What follows belongs to an exercise in optimizing a design on an open flow for small area; a production flow would make more cautious choices. At most, simulation tests tie the RTL to the original design; equivalence was not proved. Power figures rest on the tool's default switching activity, not on a simulated workload.

Setup of lane 1:
==> flow/design.v <==
module clock_divider (
    input             clk,
    input             rst,
    output reg [19:0] c,
    output reg [6:0]  b,
    output reg [4:0]  a,
    output            tick500,   
    output            sample,    
    output            romstep    
);
function [19:0] inc;
    input [19:0] x;
    integer i;
    reg all;
    begin
        all = 1'b1;
        for (i = 0; i < 20; i = i + 1) begin
            inc[i] = x[i] ^ all;
            all = all & x[i];
        end
    end
endfunction
wire cwrap = c[19] & c[18] & c[17] & c[16] & c[14] & c[9] &
             c[5] & c[4] & c[3] & c[2] & c[1] & c[0];
wire bwrap = b[6] & b[5] & b[4] & b[3] & b[2];
wire awrap = a[4] & a[3];
always @(posedge clk) begin
    if (rst | cwrap)
        c <= 20'd0;
    else
        c <= inc(c);
end
always @(posedge clk) begin
    if (rst | bwrap)
        b <= 7'd0;
    else
        b <= inc({13'd0, b});
end
always @(posedge clk) begin
    if (rst | (bwrap & awrap))
        a <= 5'd0;
    else if (bwrap)
        a <= inc({15'd0, a});
end
assign tick500 = bwrap & ~c[1] & c[0];
assign sample  = bwrap & awrap & ~c[2] & c[1] & c[0];
assign romstep = bwrap & awrap & ~c[3] & c[2] & c[1] & c[0];
endmodule
module seg7(
    input  [3:0] in,
    output [6:0] display
);
wire [3:0] d = in;
assign display[0] = ~(d[3] | (d[2] & d[0]) | (~d[2] & ~d[0]) | d[1]);
assign display[1] = ~((~d[1] & ~d[0]) | ~d[2] | (d[1] & d[0]));
assign display[2] = ~d[2] & d[1] & ~d[0];
assign display[3] = (d[2] & ~d[1] & ~d[0]) | (~d[2] & ~d[1] & d[0]) | (d[2] & d[1] & d[0]);
assign display[4] = (d[2] & ~d[1]) | d[0];
assign display[5] = (~d[2] & d[1]) | (~d[3] & ~d[2] & d[0]) | (d[1] & d[0]);
assign display[6] = (~d[3] & ~d[2] & ~d[1]) | (d[2] & d[1] & d[0]);
endmodule
module rom (
    input  [4:0]  idx,
    output [15:0] rom_x, rom_y, rom_z
);
    reg [15:0] mem [0:31];
    initial begin
        $readmemb("xyz.mem", mem);
    end
    wire [31:0] oh = 32'd1 << idx;
    function [15:0] pick;
        input [31:0] o;
        input integer off;
        integer i;
        reg [15:0] r;
        begin
            r = 16'd0;
            for (i = 0; i < 32; i = i + 1)
                r = r | ({16{o[i]}} & mem[(i + off) % 32]);
            pick = r;
        end
    endfunction
    assign rom_x = pick(oh, 0);
    assign rom_y = pick(oh, 1);
    assign rom_z = pick(oh, 2);
endmodule
module pwm (
    input             clk,
    input             rst,
    input             select,
    input             grab,
    input             tick,       
    input             sample,     
    input             romstep,    
    input      [19:0] counter,
    input      [6:0]  step,       
    input      [15:0] data_x, data_y, data_z,   
    output            out1, out2, out3, out4,
    output reg [19:0] scr_y
);
reg        tinit;    
reg        gsel;     
reg        busy;     
reg [4:0]  idx;      
reg [19:0] scr_x, scr_z;
reg [19:0] tgt_x, tgt_y, tgt_z;
reg [6:0]  dl;       
reg [2:0]  cy;       
always @(posedge clk) begin
    if (rst)
        tinit <= 1'b1;
    else if (tick)
        tinit <= 1'b0;
end
always @(posedge clk) begin
    if (rst)
        idx <= 5'd0;
    else if (romstep) begin
        if (idx == 5'd29)           
            idx <= 5'd0;
        else
            idx <= idx + 5'd3;
    end
end
wire [15:0] rom_x, rom_y, rom_z;
rom romemory (.idx(idx), .rom_x(rom_x), .rom_y(rom_y), .rom_z(rom_z));
wire act_x = busy & (step < 7'd20);
wire act_y = busy & (step >= 7'd20) & (step < 7'd40);
wire act_z = busy & (step >= 7'd40);
wire last  = (step == 7'd19) | (step == 7'd39) | (step == 7'd59);
localparam [63:0] KB = {4'd0, 20'd75000, 20'd75000, 20'd75000};
wire kbit = KB[step[5:0]];
wire sbit = act_x ? scr_x[0] : act_y ? scr_y[0] : scr_z[0];
wire [3:0] sum = sbit + dl[2] + dl[3] + dl[4] + dl[6] + kbit + cy;
always @(posedge clk) begin
    if (rst | sample)
        busy <= 1'b1;
    else if (step == 7'd59)
        busy <= 1'b0;
end
always @(posedge clk) begin
    if (rst | ~busy | last) begin
        dl <= 7'd0;
        cy <= 3'd0;
    end
    else begin
        dl <= {dl[5:0], sbit};
        cy <= sum[3:1];
    end
end
wire        load = rst | sample;
wire [15:0] ix = rst ? 16'd0 : data_x;
wire [15:0] iy = rst ? 16'd0 : data_y;
wire [15:0] iz = rst ? 16'd0 : data_z;
always @(posedge clk) begin
    if (load) begin
        scr_x <= {{4{ix[15]}}, ix};
        scr_y <= {{4{iy[15]}}, iy};
        scr_z <= {{4{iz[15]}}, iz};
    end
    else begin
        scr_x <= {act_x ? sum[0] : scr_x[0], scr_x[19:1]};
        scr_y <= {act_y ? sum[0] : scr_y[0], scr_y[19:1]};
        scr_z <= {act_z ? sum[0] : scr_z[0], scr_z[19:1]};
    end
end
always @(posedge clk) begin
    if (tick) begin
        gsel  <= grab;
        tgt_x <= select ? {4'd0, rom_x} : {scr_x[10:0], scr_x[19:11]};
        tgt_y <= select ? {4'd0, rom_y} : {scr_y[10:0], scr_y[19:11]};
        tgt_z <= select ? {4'd0, rom_z} : {scr_z[10:0], scr_z[19:11]};
    end
end
function lt20;
    input [19:0] p, q;
    integer i;
    reg r;
    begin
        r = 1'b0;
        for (i = 0; i < 20; i = i + 1)
            r = (p[i] ^ q[i]) ? q[i] : r;
        lt20 = r;
    end
endfunction
wire lt_c = lt20(counter, 20'd65000);
wire lt_g = gsel ? lt20(counter, 20'd125000) : lt20(counter, 20'd25000);
assign out1 = tinit ? lt_c : lt20(counter, tgt_x);
assign out2 = tinit ? lt_c : lt20(counter, tgt_y);
assign out3 = tinit ? lt_c : lt20(counter, tgt_z);
assign out4 = tinit ? lt_c : lt_g;
endmodule
module bcd (
    input  [15:0] v,
    output [11:0] d
);
function [3:0] add3;
    input [3:0] d;
    reg ge5;
    begin
        ge5 = d[3] | (d[2] & (d[1] | d[0]));
        add3[3] = ge5;
        add3[2] = (d[2] & ~d[1] & ~d[0]) | (d[3] & d[0]);
        add3[1] = (d[1] & ~d[2]) | (d[2] & d[1] & d[0]) | (d[3] & ~d[0]);
        add3[0] = d[0] ^ ge5;
    end
endfunction
function [11:0] add12;
    input [11:0] a, b;
    input ci;
    integer i;
    reg cy;
    begin
        cy = ci;
        for (i = 0; i < 12; i = i + 1) begin
            add12[i] = a[i] ^ b[i] ^ cy;
            cy = (a[i] & b[i]) | (a[i] & cy) | (b[i] & cy);
        end
    end
endfunction
wire        s = v[15];
wire [15:0] x = v ^ {16{s}};
wire [11:0] t = add12({2'b00, x[9:0]}, {3'b000, x[15:10], 3'b000}, s);
wire [11:0] m = add12(t, {2'b00, x[15:10], 4'b0000}, 1'b0);
reg [11:0] r;
integer i;
always @(*) begin
    r = 12'd0;
    for (i = 11; i >= 0; i = i - 1) begin
        r[3:0]  = add3(r[3:0]);
        r[7:4]  = add3(r[7:4]);
        r[11:8] = add3(r[11:8]);
        r = {r[10:0], m[i]};
    end
end
assign d = r;
endmodule
module accel (
   input                clk,
   input                rst,
   input        [15:0]  data_x,
   input        [15:0]  data_y,
   input        [15:0]  data_z,
   input                select,    
   input                grab,      
   output       [6:0]   HEX0,
   output       [6:0]   HEX1,
   output       [6:0]   HEX2,
   output       [6:0]   HEX3,
   output       [6:0]   HEX4,
   output       [6:0]   HEX5,
   output       [9:0]   LEDR,
   output               servo_x,   
   output               servo_y,   
   output               servo_z,   
   output               servo_g    
   );
wire [19:0] counter;
wire [6:0] step;
wire [4:0] blk;
wire tick, sample, romstep;
clock_divider timebase (
    .clk(clk), .rst(rst), .c(counter), .b(step), .a(blk),
    .tick500(tick), .sample(sample), .romstep(romstep));
wire [19:0] scr_y;
reg         ycvt;    
wire [11:0] bx;
bcd conv (.v(ycvt ? scr_y[15:0] : data_x), .d(bx));
always @(posedge clk)
    ycvt <= sample & ~rst;
reg [9:0] mag_z;
reg any;
integer i;
always @(*) begin
    any = 1'b0;
    for (i = 0; i < 10; i = i + 1) begin
        mag_z[i] = data_z[i] ^ (data_z[15] & any);
        any = any | data_z[i];
    end
end
reg [11:0] dig_x;    
reg        signx;
reg [7:0]  dig_y;    
reg [9:0]  led_z;    
always @(posedge clk) begin
    if (rst) begin
        dig_x <= 12'd0;
        signx <= 1'b0;
        dig_y <= 8'd0;
        led_z <= 10'd0;
    end
    else begin
        if (sample) begin
            dig_x <= bx;
            signx <= data_x[15];
            led_z <= mag_z;
        end
        if (ycvt)
            dig_y <= bx[11:4];
    end
end
wire [7:0] show_y = ycvt ? bx[11:4] : dig_y;
seg7 s0 (.in(dig_x[3:0]),  .display(HEX0));
seg7 s1 (.in(dig_x[7:4]),  .display(HEX1));
seg7 s2 (.in(dig_x[11:8]), .display(HEX2));
seg7 s4 (.in(show_y[3:0]), .display(HEX4));
seg7 s5 (.in(show_y[7:4]), .display(HEX5));
assign HEX3 = {1'b1, signx, signx, signx, 2'b00, signx};
assign LEDR = led_z;
pwm control (
    .clk(clk), .rst(rst), .select(select), .grab(grab),
    .tick(tick), .sample(sample), .romstep(romstep), .counter(counter),
    .step(step), .data_x(data_x), .data_y(data_y), .data_z(data_z),
    .out1(servo_x), .out2(servo_y), .out3(servo_z), .out4(servo_g),
    .scr_y(scr_y));
endmodule
==> flow/config.mk <==
export PLATFORM = sky130hd
export DESIGN_NAME = accel
export DESIGN_NICKNAME = accel
export VERILOG_FILES = /design/flow/design.v
export SDC_FILE = /design/flow/constraint.sdc
export NUM_CORES = 4
export LEC_CHECK = 0
export CAP_MARGIN = 20
export CORE_MARGIN = 2
export CORE_UTILIZATION = 40
export SLEW_MARGIN = 20
==> flow/constraint.sdc <==
create_clock -name core_clock -period 25.0 [get_ports {clk}]
set_input_delay 5.0000 -clock core_clock [delete_from_list [all_inputs] [get_ports {clk}]]
set_output_delay 5.0000 -clock core_clock [all_outputs]
set_load 0.01 [all_outputs]
standard.sh (not shown) runs the stock make flow with config.mk's settings and CLKGATE_MAP_FILE= SYNTH_SCRIPT=/design/flow/synth_recipe.tcl, a recipe that flattens the netlist after the stock synthesis.
==> flow/flow/run.sh <==
#!/bin/bash
# Layout flow: the standard ORFS flow (standard.sh) with these changes,
# which only affect how small the layout comes out:
#  - synthesis is the standard flow's own script, except that ABC maps the logic with an
#    area recipe (flow/area.abc: two rounds of deepsyn, choices and area
#    mapping), and adders are left to ABC instead of being extracted into
#    fixed full/half-adder cells first (ADDER_MAP_FILE empty);
#  - placement at 65% core utilization;
#  - every port still gets a buffer, but the smallest one (buf_1);
#  - clock tree: clkbuf_4 buffers, small sink clusters, no dummy
#    loads.
# Each tool's full output goes to the ORFS logs and to flow.log here.
set -euo pipefail
WORK=$PWD

# synth_recipe.tcl with ABC's -script argument pointed at flow/area.abc
{
    echo 'proc abc {args} {'
    echo '    set i [lsearch -exact $args -script]'
    echo "    if {\$i >= 0} { lset args [expr {\$i + 1}] {$WORK/flow/area.abc} }"
    echo '    yosys abc {*}$args'
    echo '}'
    cat "$WORK/synth_recipe.tcl"
} > "$WORK/flow_synth.tcl"

bash "$WORK/standard.sh" \
    "SYNTH_SCRIPT=$WORK/flow_synth.tcl" \
    ADDER_MAP_FILE= \
    CORE_UTILIZATION=65 PLACE_DENSITY=0.75 \
    "BUFFER_PORTS_ARGS=-buffer_cell sky130_fd_sc_hd__buf_1" \
    "CTS_ARGS=-sink_clustering_enable -repair_clock_nets -dont_use_dummy_load -buf_list sky130_fd_sc_hd__clkbuf_4 -sink_clustering_size 10 -sink_clustering_max_diameter 50" \
    finish > "$WORK/flow.log" 2>&1
==> flow/flow/area.abc <==
strash
&get -n
&deepsyn -I 10 -J 20
&dch -f
&nf -R 1000 -p -F 8 -A 8 -E 100
&put
strash
&get -n
&deepsyn -I 10 -J 20
&dch -f
&nf -R 1000 -p -F 8 -A 8 -E 100
&put
topo
Modified inputs, lane 2 compared to lane 1
-- flow/design.v --
<<< lane 1, line 180
        r = 1'b0;
        for (i = 0; i < 20; i = i + 1)
            r = (p[i] ^ q[i]) ? q[i] : r;
        lt20 = r;
    end
>>> lane 2, line 180
        r = 1'b0;
        for (i = 0; i < 20; i = i + 1)
            r = (q[i] & ~p[i]) | (q[i] & r) | (~p[i] & r);
        lt20 = r;
    end
Lane 2 closes out successfully: all stages finished, all timing, DRC and antenna checks passed. From lane 1 to lane 2 the numbers moved as follows: utilization +0.24 points, largest net degree at the start of global routing now smaller. Lane 2 can be clocked faster than lane 1. Compared with lane 1, in lane 2 number of top-level pins comparable; clock share of power essentially unchanged.
For lane 2, only the layout was checked, not whether the RTL still works.

[static timing again, ports no longer ideal]
How much do the figures lean on ideal ports? The routed layouts below were timed once more, with nothing changed but the port constraints. Step 1 assumes that a clkbuf_16 drives the clock port and a buf_2 every other input. Step 2 also shifts input and output timing later by t, the mid clock arrival at the registers, as if the neighbouring blocks saw the same clock. Slacks: ideal / step 1 / step 2; pairs: ideal / step 1.
run | t (ns) | slack for setup (ns) | hold slack, ns | worst slew at a driven data input, ns | pins driven straight from the clock port
lane 1 | 0.672 | 4.283 / 4.261 / 4.261 | 0.437 / 0.437 / 0.437 | 0.08 | 1
lane 2 | 0.664 | 5.006 / 4.981 / 4.981 | 0.437 / 0.437 / 0.437 | 0.05 | 1
After both steps every run listed still meets setup and hold. For lane 2, which loses most, drivers alone change the setup slack by -0.025 ns; drivers and shift together by -0.025 ns.
